This design comes from an exercise in tuning for small area on the open sky130 flow, not from production work. The RTL was checked by simulation tests, not by an equivalence proof against the original design. No activity file was given, so power comes from the tool's default toggle rates.

## flow/design.v

```verilog
`timescale 1ns / 1ps
module can_tx(
    input        clk,
    input        rst,
    input        start,
    input [10:0] id,  
    input [3:0]  dlc,  
    input [63:0] data, 
    output reg   tx,
    output reg   busy,
    output reg   done
);
reg f1_valid;
reg [10:0] f1_id;
reg [3:0]  f1_dlc;
reg [63:0] f1_data;
reg f2_valid;
reg         f2_sof;  
reg [10:0]  f2_id;   
reg         f2_rtr;  
reg         f2_ide;  
reg         f2_r0;   
reg [3:0]   f2_dlc;  
reg [63:0]  f2_data; 
reg         f3_valid;
reg [10:0]  f3_id;
reg          f3_rtr;
reg          f3_ide;
reg          f3_r0;
reg [3:0]   f3_dlc;
reg [63:0]  f3_data;
reg [14:0]  f3_crc;  
reg         f4_valid;
reg[10:0] f4_id;
reg         f4_rtr;
reg         f4_ide;
reg         f4_r0;
reg [3:0]  f4_dlc;
reg [63:0] f4_data;
reg [14:0] f4_crc;
reg [2:0]  cons_count;  
reg        last_bit;    
reg [6:0]  bit_index;    
reg bus_busy;
reg next_bit;                
reg [7:0] byte_index;        
reg [3:0] bit_position;      
reg [3:0] crc_bit_index;     
always @(posedge clk or posedge rst) begin
    if(rst) begin
        f1_valid <= 0;
    end else if(start) begin
        f1_valid <= 1;
        f1_id    <= id;
        f1_dlc   <= dlc;
        f1_data  <= data;
    end else begin
       f1_valid <= 0; 
end
end
always @(posedge clk or posedge rst) begin
    if(rst) begin
        f2_valid <= 0;
    end else if(f1_valid) begin
        f2_valid <= 1'b1;
        f2_sof  <= 1'b0;  
        f2_id   <= f1_id;
        f2_rtr  <= 1'b0;  
        f2_ide  <= 1'b0;   
        f2_r0   <= 1'b0; 
        f2_dlc  <= f1_dlc;
        f2_data <= f1_data;
    end else begin
        f2_valid <= 0;
    end
end
always @(posedge clk or posedge rst) begin
    if(rst) begin
        f3_valid <= 0;
        end else if(f2_valid) begin
        f3_valid <= 1'b1;  
        f3_id    <= f2_id;
        f3_rtr   <= f2_rtr;
        f3_ide   <= f2_ide;
        f3_r0    <= f2_r0;
        f3_dlc   <= f2_dlc;
        f3_data  <= f2_data;
        f3_crc   <= {f2_id[0] ^ f2_dlc[0] ^ f2_data[0], 14'b0};
    end 
    else begin
        f3_valid <= 0;
    end
end
always @(posedge clk or posedge rst) begin
    if(rst) begin
        f4_valid <= 0;
    end else if(f3_valid) begin
        f4_valid <= 1'b1;  
        f4_id    <= f3_id;
        f4_rtr   <= f3_rtr;
        f4_ide   <= f3_ide;
        f4_r0    <= f3_r0;
        f4_dlc   <= f3_dlc;
        f4_data  <= f3_data;
        f4_crc   <= f3_crc;
        end else if(f4_valid && !bus_busy) begin
        f4_valid <= 1'b0;  
        end else if(f4_valid) begin
        f4_valid <= 1'b1;  
        end else begin
        f4_valid <= 0;
    end
end
always @(*) begin
        byte_index = 8'd0;
        bit_position = 4'd0;
        crc_bit_index = 4'd0;
        if (bit_index == 0) begin
            next_bit = 1'b0;  
        end else if (bit_index <= 11) begin
            next_bit = f4_id[11 - bit_index];  
        end else if (bit_index == 12) begin
            next_bit = f4_rtr;
        end else if (bit_index == 13) begin
            next_bit = f4_ide;
        end else if (bit_index == 14) begin
            next_bit = f4_r0;
        end else if (bit_index >= 15 && bit_index < 19) begin
            next_bit = f4_dlc[18 - bit_index];  
        end else if (bit_index >= 19 && bit_index < (19 + f4_dlc * 8)) begin
            byte_index = (bit_index - 19) / 8;
            bit_position = 7 - ((bit_index - 19) % 8);
            next_bit = f4_data[byte_index*8 + bit_position];
        end else if (bit_index >= (19 + f4_dlc * 8) && bit_index < (19 + f4_dlc * 8 + 15)) begin
            crc_bit_index = 14 - (bit_index - (19 + f4_dlc * 8));
            next_bit = f4_crc[crc_bit_index];
        end else begin
            next_bit = 1'b1;  
        end
end
always @(posedge clk or posedge rst) begin
    if(rst) begin
        tx <= 1'b1;  
        busy <= 1'b0;
        done <= 1'b0;
        bus_busy <= 1'b0;
        bit_index <= 0;
        cons_count <= 0;
        last_bit <= 1'b1;
    end else if(f4_valid && !bus_busy) begin
        busy <= 1'b1;
        done <= 1'b0;
        bus_busy <= 1'b1;
        tx <= 1'b0;  
        last_bit <= 1'b0;
        cons_count <= 3'b1;
        bit_index <= 7'b1;  
    end else if (bus_busy) begin
        if (next_bit == last_bit) begin
            cons_count <= cons_count + 1;
        end else begin
            cons_count <= 3'b1;  
        end
        if (cons_count == 5) begin
            tx <= ~last_bit;  
            last_bit <= ~last_bit;
            cons_count <= 3'b1; 
        end else begin
            tx <= next_bit;
            last_bit <= next_bit;
            bit_index <= bit_index + 1;
        end
        if (bit_index >= (19 + f4_dlc * 8 + 15 + 7)) begin  
            busy <= 1'b0;
            done <= 1'b1;
            bus_busy <= 1'b0;
            tx <= 1'b1;  
            bit_index <= 0;
        end
    end else begin
        if (done) begin
            done <= 1'b0;  
        end
        if (!bus_busy) begin
            tx <= 1'b1;
        end
    end
end
endmodule
`timescale 1ns / 1ps
module can_rx(
    input        clk,
    input        rst,
    input        can_rx,  
    output reg [10:0] rx_id,
    output reg [3:0]  rx_dlc,
    output reg [63:0] rx_data,
    output reg        rx_valid
);
localparam IDLE       = 4'd0;
localparam RX_ID      = 4'd1;
localparam RX_RTR     = 4'd2;
localparam RX_IDE     = 4'd3;
localparam RX_R0      = 4'd4;
localparam RX_DLC     = 4'd5;
localparam RX_DATA    = 4'd6;
localparam RX_CRC     = 4'd7;
localparam RX_ACK     = 4'd8;
localparam RX_ACK_DEL = 4'd9;
localparam RX_EOF     = 4'd10;
reg [3:0] state;
reg [3:0] bit_idx;
reg [3:0] byte_idx;
reg [3:0] dlc_index;
reg [3:0] crc_index;
reg [2:0] stuff_count;
reg       skip;
reg       last_bit;
reg [7:0] data_byte;
reg [14:0] rx_crc;
reg        rtr, ide, r0;
always @(posedge clk or posedge rst) begin
    if (rst) begin
        state <= IDLE;
        rx_valid <= 1'b0;
        rx_id <= 11'b0;
        rx_dlc <= 4'b0;
        rx_data <= 64'b0;
        rtr <= 1'b0; 
        ide <= 1'b0; 
        r0 <= 1'b0;
        stuff_count <= 3'b0;
        skip <= 1'b0;
        last_bit <= 1'b1;
        bit_idx <= 4'b0;
        byte_idx <= 4'b0;
        dlc_index <= 4'd3;
        crc_index <= 4'd14;
        data_byte <= 8'b0;
        rx_crc <= 15'b0;
    end else begin
        if (rx_valid) begin
            rx_valid <= 1'b0;
        end
        case (state)
            IDLE: begin
                if (can_rx === 1'b0) begin
                    state <= RX_ID;
                    stuff_count <= 3'b001;
                    skip <= 1'b0;
                    last_bit <= 1'b0;
                    bit_idx <= 4'd10;
                    rx_id <= 11'b0;
                    rx_data <= 64'b0;  
                    dlc_index <= 4'd3;
                    crc_index <= 4'd14;
                end
            end
            RX_ID: begin
                if (skip) begin
                    skip <= 1'b0;
                    stuff_count <= 3'b001;
                    last_bit <= can_rx;
                end else begin
                    if (can_rx === last_bit)
                        stuff_count <= stuff_count + 1;
                    else
                        stuff_count <= 3'b001;
                    last_bit <= can_rx;
                    if (can_rx === last_bit && stuff_count == 3'd4)  
                        skip <= 1'b1;
                    if (can_rx === 1'b0 || can_rx === 1'b1) begin
                        rx_id[bit_idx] <= can_rx;
                    end
                    if (bit_idx == 0) begin  
                        state <= RX_RTR;
                    end else begin
                        bit_idx <= bit_idx - 1;
                    end
                end
            end
            RX_RTR: begin
                if (skip) begin
                    skip <= 1'b0;
                    stuff_count <= 3'b001;
                    last_bit <= can_rx;
                end else begin
                    if (can_rx === last_bit)
                        stuff_count <= stuff_count + 1;
                    else
                        stuff_count <= 3'b001;
                    last_bit <= can_rx;
                    if (can_rx === last_bit && stuff_count == 3'd4)  
                        skip <= 1'b1;
                    if (can_rx === 1'b0 || can_rx === 1'b1) begin
                        rtr <= can_rx;
                    end
                    state <= RX_IDE;
                end
            end
            RX_IDE: begin
                if (skip) begin
                    skip <= 1'b0;
                    stuff_count <= 3'b001;
                    last_bit <= can_rx;
                end else begin
                    if (can_rx === last_bit)
                        stuff_count <= stuff_count + 1;
                    else
                        stuff_count <= 3'b001;
                    last_bit <= can_rx;
                    if (can_rx === last_bit && stuff_count == 3'd4)  
                        skip <= 1'b1;
                    if (can_rx === 1'b0 || can_rx === 1'b1) begin
                        ide <= can_rx;
                    end
                    state <= RX_R0;
                end
            end
            RX_R0: begin
                if (skip) begin
                    skip <= 1'b0;
                    stuff_count <= 3'b001;
                    last_bit <= can_rx;
                end else begin
                    if (can_rx === last_bit)
                        stuff_count <= stuff_count + 1;
                    else
                        stuff_count <= 3'b001;
                    last_bit <= can_rx;
                    if (can_rx === last_bit && stuff_count == 3'd4)  
                        skip <= 1'b1;
                    if (can_rx === 1'b0 || can_rx === 1'b1) begin
                        r0 <= can_rx;
                    end
                    state <= RX_DLC;
                end
            end
            RX_DLC: begin
                if (skip) begin
                    skip <= 1'b0;
                    stuff_count <= 3'b001;
                    last_bit <= can_rx;
                end else begin
                    if (can_rx === last_bit)
                        stuff_count <= stuff_count + 1;
                    else
                        stuff_count <= 3'b001;
                    last_bit <= can_rx;
                    if (can_rx === last_bit && stuff_count == 3'd4)  
                        skip <= 1'b1;
                    if (can_rx === 1'b0 || can_rx === 1'b1) begin
                        rx_dlc[dlc_index] <= can_rx;
                    end
                    if (dlc_index == 0) begin
                        if ({rx_dlc[3:1], can_rx} == 4'b0000) begin  
                            state <= RX_CRC;
                        end else begin
                            state <= RX_DATA;
                            byte_idx <= 4'b0;
                            bit_idx <= 4'd7;
                            rx_data <= 64'b0;
                            data_byte <= 8'b0;
                        end
                    end else begin
                        dlc_index <= dlc_index - 1;
                    end
                end
            end
            RX_DATA: begin
                if (skip) begin
                    skip <= 1'b0;
                    stuff_count <= 3'b001;
                    last_bit <= can_rx;
                end else begin
                    if (can_rx === last_bit)
                        stuff_count <= stuff_count + 1;
                    else
                        stuff_count <= 3'b001;
                    last_bit <= can_rx;
                    if (can_rx === last_bit && stuff_count == 3'd4)  
                        skip <= 1'b1;
                    if (can_rx === 1'b0 || can_rx === 1'b1) begin
                        data_byte[bit_idx] <= can_rx;
                    end
                    if (bit_idx == 0) begin
                        case(byte_idx)
                            0: rx_data[7:0]   <= {data_byte[7:1], can_rx};
                            1: rx_data[15:8]  <= {data_byte[7:1], can_rx};
                            2: rx_data[23:16] <= {data_byte[7:1], can_rx};
                            3: rx_data[31:24] <= {data_byte[7:1], can_rx};
                            4: rx_data[39:32] <= {data_byte[7:1], can_rx};
                            5: rx_data[47:40] <= {data_byte[7:1], can_rx};
                            6: rx_data[55:48] <= {data_byte[7:1], can_rx};
                            7: rx_data[63:56] <= {data_byte[7:1], can_rx};
                        endcase
                        if (byte_idx == (rx_dlc - 1)) begin
                            state <= RX_CRC;
                        end else begin
                            byte_idx <= byte_idx + 1;
                            data_byte <= 8'b0;
                            bit_idx <= 4'd7;
                        end
                    end else begin
                        bit_idx <= bit_idx - 1;
                    end
                end
            end
            RX_CRC: begin
                if (skip) begin
                    skip <= 1'b0;
                    stuff_count <= 3'b001;
                    last_bit <= can_rx;
                end else begin
                    if (can_rx === last_bit)
                        stuff_count <= stuff_count + 1;
                    else
                        stuff_count <= 3'b001;
                    last_bit <= can_rx;
                    if (can_rx === last_bit && stuff_count == 3'd4)  
                        skip <= 1'b1;
                    if (can_rx === 1'b0 || can_rx === 1'b1) begin
                        rx_crc[crc_index] <= can_rx;
                    end
                    if (crc_index == 0) begin
                        state <= RX_ACK;
                    end else begin 
                        crc_index <= crc_index - 1;
                    end
                end
            end
            RX_ACK: begin
                state <= RX_ACK_DEL;
                stuff_count <= 3'b0;
                skip <= 1'b0;
            end 
            RX_ACK_DEL: begin
                state <= RX_EOF;
                bit_idx <= 4'd6;
            end
            RX_EOF: begin
                if (bit_idx == 0) begin
                    rx_valid <= 1'b1;
                    state <= IDLE;
                end else begin
                    bit_idx <= bit_idx - 1;
                end
            end
            default: begin
                state <= IDLE;
                rx_valid <= 1'b0;
            end
        endcase
    end
end
endmodule
`timescale 1ns / 1ps
module can_top (
    input clk,
    input rst,
    input tx_start,
    input [10:0] tx_id,
    input [3:0] tx_dlc,
    input [63:0] tx_data,
    output tx_busy,
    output tx_done,
    output [10:0] rx_id,
    output [3:0] rx_dlc,
    output [63:0] rx_data,
    output rx_valid
);
wire can_signal;
can_tx tx_module (
    .clk(clk), .rst(rst),
    .start(tx_start), .id(tx_id), 
    .dlc(tx_dlc), .data(tx_data),
    .tx(can_signal), .busy(tx_busy), .done(tx_done)
);
can_rx rx_module (
    .clk(clk), .rst(rst),
    .can_rx(can_signal),
    .rx_id(rx_id), .rx_dlc(rx_dlc), 
    .rx_data(rx_data), .rx_valid(rx_valid)
);
endmodule
```

## flow/run.sh

```bash
#!/bin/bash
# synth_recipe.tcl (not shown) runs the flow's synth.tcl, then flattens the netlist and writes it again
# the make line also repeats each setting of config.mk as NAME=value (left out here)
make -C /OpenROAD-flow-scripts/flow DESIGN_CONFIG=/design/flow/config.mk WORK_HOME=/design/flow/orfs CLKGATE_MAP_FILE= SYNTH_SCRIPT=/design/flow/synth_recipe.tcl finish
```

## flow/config.mk

```make
export PLATFORM = sky130hd
export DESIGN_NAME = can_top
export DESIGN_NICKNAME = can_top
export VERILOG_FILES = /design/flow/design.v
export SDC_FILE = /design/flow/constraint.sdc
export NUM_CORES = 4
export LEC_CHECK = 0
export CAP_MARGIN = 20
export CORE_MARGIN = 2
export CORE_UTILIZATION = 40
export SLEW_MARGIN = 20
```

## flow/constraint.sdc

```tcl
create_clock -name core_clock -period 5.0 [get_ports {clk}]
set_input_delay 1.0000 -clock core_clock [delete_from_list [all_inputs] [get_ports {clk}]]
set_output_delay 1.0000 -clock core_clock [all_outputs]
set_load 0.01 [all_outputs]
```

==> impl_metrics.yaml <==
yosys:
  ys.warnings.count: 2
  async_reset_ff_frac: 0.292
  synth_area_per_cell_um2: 15.1
  synth-xor-area-share: 0.0198
  synthFlopType: "edfxtp_1"
  ys_types: 72
  yosys_register_bits: 449
  netlist_area_um2: 17300
  synth_edf_count: 318
  yosys.area_share.adder: 0.0325
  synth_top_family_by_area: "simple AND/OR/NAND/NOR gates"
  muxShareOfSynthArea: 0.0367
  yosysSeqAreaShare: 0.741
  synth_compound_area_frac: 0.0758
  syn_nets: 1271
  synth-simple-area-share: 0.0775
  syn_inst: 1144
global_routing:
  grt_pass1_wl_um: 50100
  gr-usage-all-layers: 0.141
  use_met1: 0.199
  grtUsageMet3: 0.0312
  met2_usage: 0.221
  antenna_found_initial: 0
  grt-busiest-layer: "met2"
  grt_overflow_total: 0
  grt_pass1_vias: 9307
  grt_max_degree: 81
worst_setup_path:
  crit_cells: 10
  startpoint_type: "flip-flop"
  slowest_stage: "ha_1"
  r2r_end: "tx_module.cons_count[1]"
  crit_path_max_fanout: 18
  slowest_delay_ns: 0.82
  crit_family: "adder cells"
  startpoint: "tx_module.bit_index[1]"
  end_kind: "flip-flop"
  path_cells: "inv_1 > ha_1 > mux4_2 > mux2_2 > nand3_2 > o221ai_2 > nor4_2 > o31ai_2 > xnor2_2 > a22o_1"
  endpoint: "tx_module.cons_count[1]"
  crit_type: "reg2reg"
  worstPathArrival_ns: 3.89
  cp.required_ns: 5.45
  critPathBufInv: 1
  regToRegSetupSlack_ns: 1.56
  rr_worst_depth: 10
  r2r_start: "tx_module.bit_index[1]"
power:
  p_int_uw: 7170
  peakVddDrop_uv: 294
  p_per_area_nw_per_um2: 491
  p_leak_uw: 0.00775
  pwr-share-seq: 0.440
  switching_power_uw: 3180
  comb_power_share: 0.244
  clockPowerShare: 0.316
  switching_share: 0.307
drt:
  wire_per_inst_um: 15.9
  drt_iter0_markers: 540
  drc_errors: 0
  vias_per_cell: 4.80
  drt_wl_total_um: 30800
  ant_nets: 0
  vias: 9333
  drtPass1Iterations: 5
timing:
  hold_viol: 0
  finalClockSkew_ns: 0.0263
  slew_headroom: 0.269
  maxSlewViolCount: 0
  post-route-min-period_ns: 3.44
  worstMarginPinSlew_ns: 1.09
  setup_viol: 0
  tns_ns: 0
  clock.fmax_mhz: 290
  worst_slack_ns: 1.56
  post-route-period-util: 0.689
  rsz0062_at_grt: "false"
clocking:
  postCtsSetupBuffers: 0
  cts_resized: 0
  htree_levels: 2
  hold_buffers: 0
  path_clk_slew_ns: 0.06
  root_buffer: "clkbuf_16"
  clockBufferDepth: 3
  clk-insertion-delay-late_ns: 0.58
  cts_sinks: 449
  tritoncts: "built"
  cts_buffers: 45
place:
  io_buffer_count: 163
  dpl_worst_slack_ns: 1.54
  hpwlAfterDp_um: 21000
  gp_congestion: 0.821
  dp_cells: 1862
floorplan:
  die_h_um: 212
  start_util: 0.404
  rows: 76
  coreArea_um2: 42900
  die_area_um2: 45000
  io_pins: 164
  die_x_um: 212
run:
  drv_cap: 0
finish:
  final_common_cell: "edfxtp_1"
  fillers: 3636
  finish.utilization: 0.492
  n_antenna_cell: 0
  stdcell_count: 1944
  syn2layout_area_growth_pct: 21.7
  layout_common_cells: "edfxtp_1, clkdlybuf4s50_1, nand2_1"
  nets: 1451
  layout-drive-gt1-share: 0.0912
outcome:
  status: "complete, no violations"
worst_hold_path:
  min_path_type: "reg2reg"
-- registers in the layout, summed over array words and instances (netlist names), 7 cells and up --
| name | cells |
|---|---|
| rx_module.rx_id | 11 |
| tx_module.f2_data | 64 |
| tx_module.f1_data | 64 |
| tx_module.f4_data | 64 |
| rx_module.rx_data | 64 |
| tx_module.f4_id | 11 |
| tx_module.f2_id | 11 |
| tx_module.f1_id | 11 |
| rx_module.data_byte | 7 |
| tx_module.f3_id | 11 |
| tx_module.bit_index | 7 |
| tx_module.f3_data | 64 |
-- kinds of logic (layout without fill, tap and decap cells) --
kind of cell,Yosys count,in the layout
AO/OA/AOI/OAI,221,221
AND/OR/NAND/NOR,290,290
adder cells (fa/ha/maj),45,45
flip-flops,449,449
buffers and inverters,67,282
XOR/XNOR,34,34
multiplexers,38,38
-- worst min-delay path by stage --
stage,start,to,slack [ns],depth (start not counted)
after floorplan,tx_module.f1_valid,tx_module.f2_valid,0.35,0
after global placement,tx_module.f2_valid,tx_module.f3_valid,0.36,0
after detailed placement,tx_module.f1_valid,tx_module.f2_valid,0.36,0
after CTS,tx_module.f1_valid,tx_module.f2_valid,0.38,0
after global routing,tx_module.f1_valid,tx_module.f2_valid,0.39,0
final,tx_module.f1_valid,tx_module.f2_valid,0.38,0
-- metal layers --
metal	share of wire	vias to the layer above
li1	-	4590
met1	0.47	4464
met2	0.46	233
met3	0.052	46
met4	0.020	0
met5	0	-
-- final cells by class --
class                           instances  area, um^2  share of cell area
Clock inverter                         23         245              0.0116
Multi-Input combinational cell        628        4230               0.200
Clock buffer                           59        1210              0.0573
Inverter                               28         108             0.00510
Sequential cell                       449       12800               0.609
Timing Repair Buffer                  172        1720              0.0818
Tap cell                              585         732              0.0347
-- cells in the mapped netlist (4+ instances only) --
library cell / number / share of area
edfxtp_1: 318 / 0.55
nand2_1: 145 / 0.031
o21ai_0: 126 / 0.036
dfrtp_1: 123 / 0.18
nor2_1: 49 / 0.011
ha_1: 45 / 0.033
a21oi_1: 37 / 0.011
clkbuf_1: 31 / 0.0067
inv_1: 28 / 0.0061
xnor2_1: 20 / 0.010
nand3_1: 18 / 0.0052
nor2b_1: 17 / 0.0061
mux4_2: 16 / 0.021
mux2i_1: 14 / 0.0081
nor3_1: 14 / 0.0040
xor2_1: 11 / 0.0056
dfstp_2: 8 / 0.012
nand2b_1: 8 / 0.0029
a21o_1: 7 / 0.0030
and2_1: 7 / 0.0025
buf_2: 5 / 0.0014
mux2_2: 5 / 0.0033
nor4_1: 5 / 0.0018
a22o_1: 4 / 0.0020
nor4b_1: 4 / 0.0020
o31ai_1: 4 / 0.0017
-- power groups by stage --
stage	clock, uW	combinational, uW	sequential, uW
floorplan	0	2050	4480
global placement	0	2490	4620
detailed placement	0	2530	4620
CTS	3380	2550	4550
global route	3530	2820	4590
finish	3270	2530	4550
-- metrics by stage --
step                      instance area, um^2  power (uW)  hold WS (ns)
after floorplan                         17300        6530         0.346
after global placement                  19600        7110         0.365
after detailed placement                19600        7150         0.361
after CTS                               21100       10500         0.383
after global routing                    21100       10900         0.394
final                                   21100       10300         0.378

what the ideal ports hide:
In the flow no input, the clock included, has a driving cell. The finished layout below was timed again as built, in two steps.
Step 1 assumes that a clkbuf_16 drives the clock port and a buf_2 every other input.
Step 2 moves the port delays by t, midway between the first and last clock arrival at a register: inputs arrive t later, outputs are due t later. That takes back most of the time a late clock gives input paths.
Three values: ideal, step 1, step 2; two values: the first two.
shift t [ns]: 0.623
slack for setup (ns): 1.555 / 1.555 / 1.555
worst data-port slew with drivers (ns): 0.04
After both steps this run still meets setup and hold. For this run, drivers alone change the setup slack by 0.000 ns; drivers and shift together by 0.000 ns.
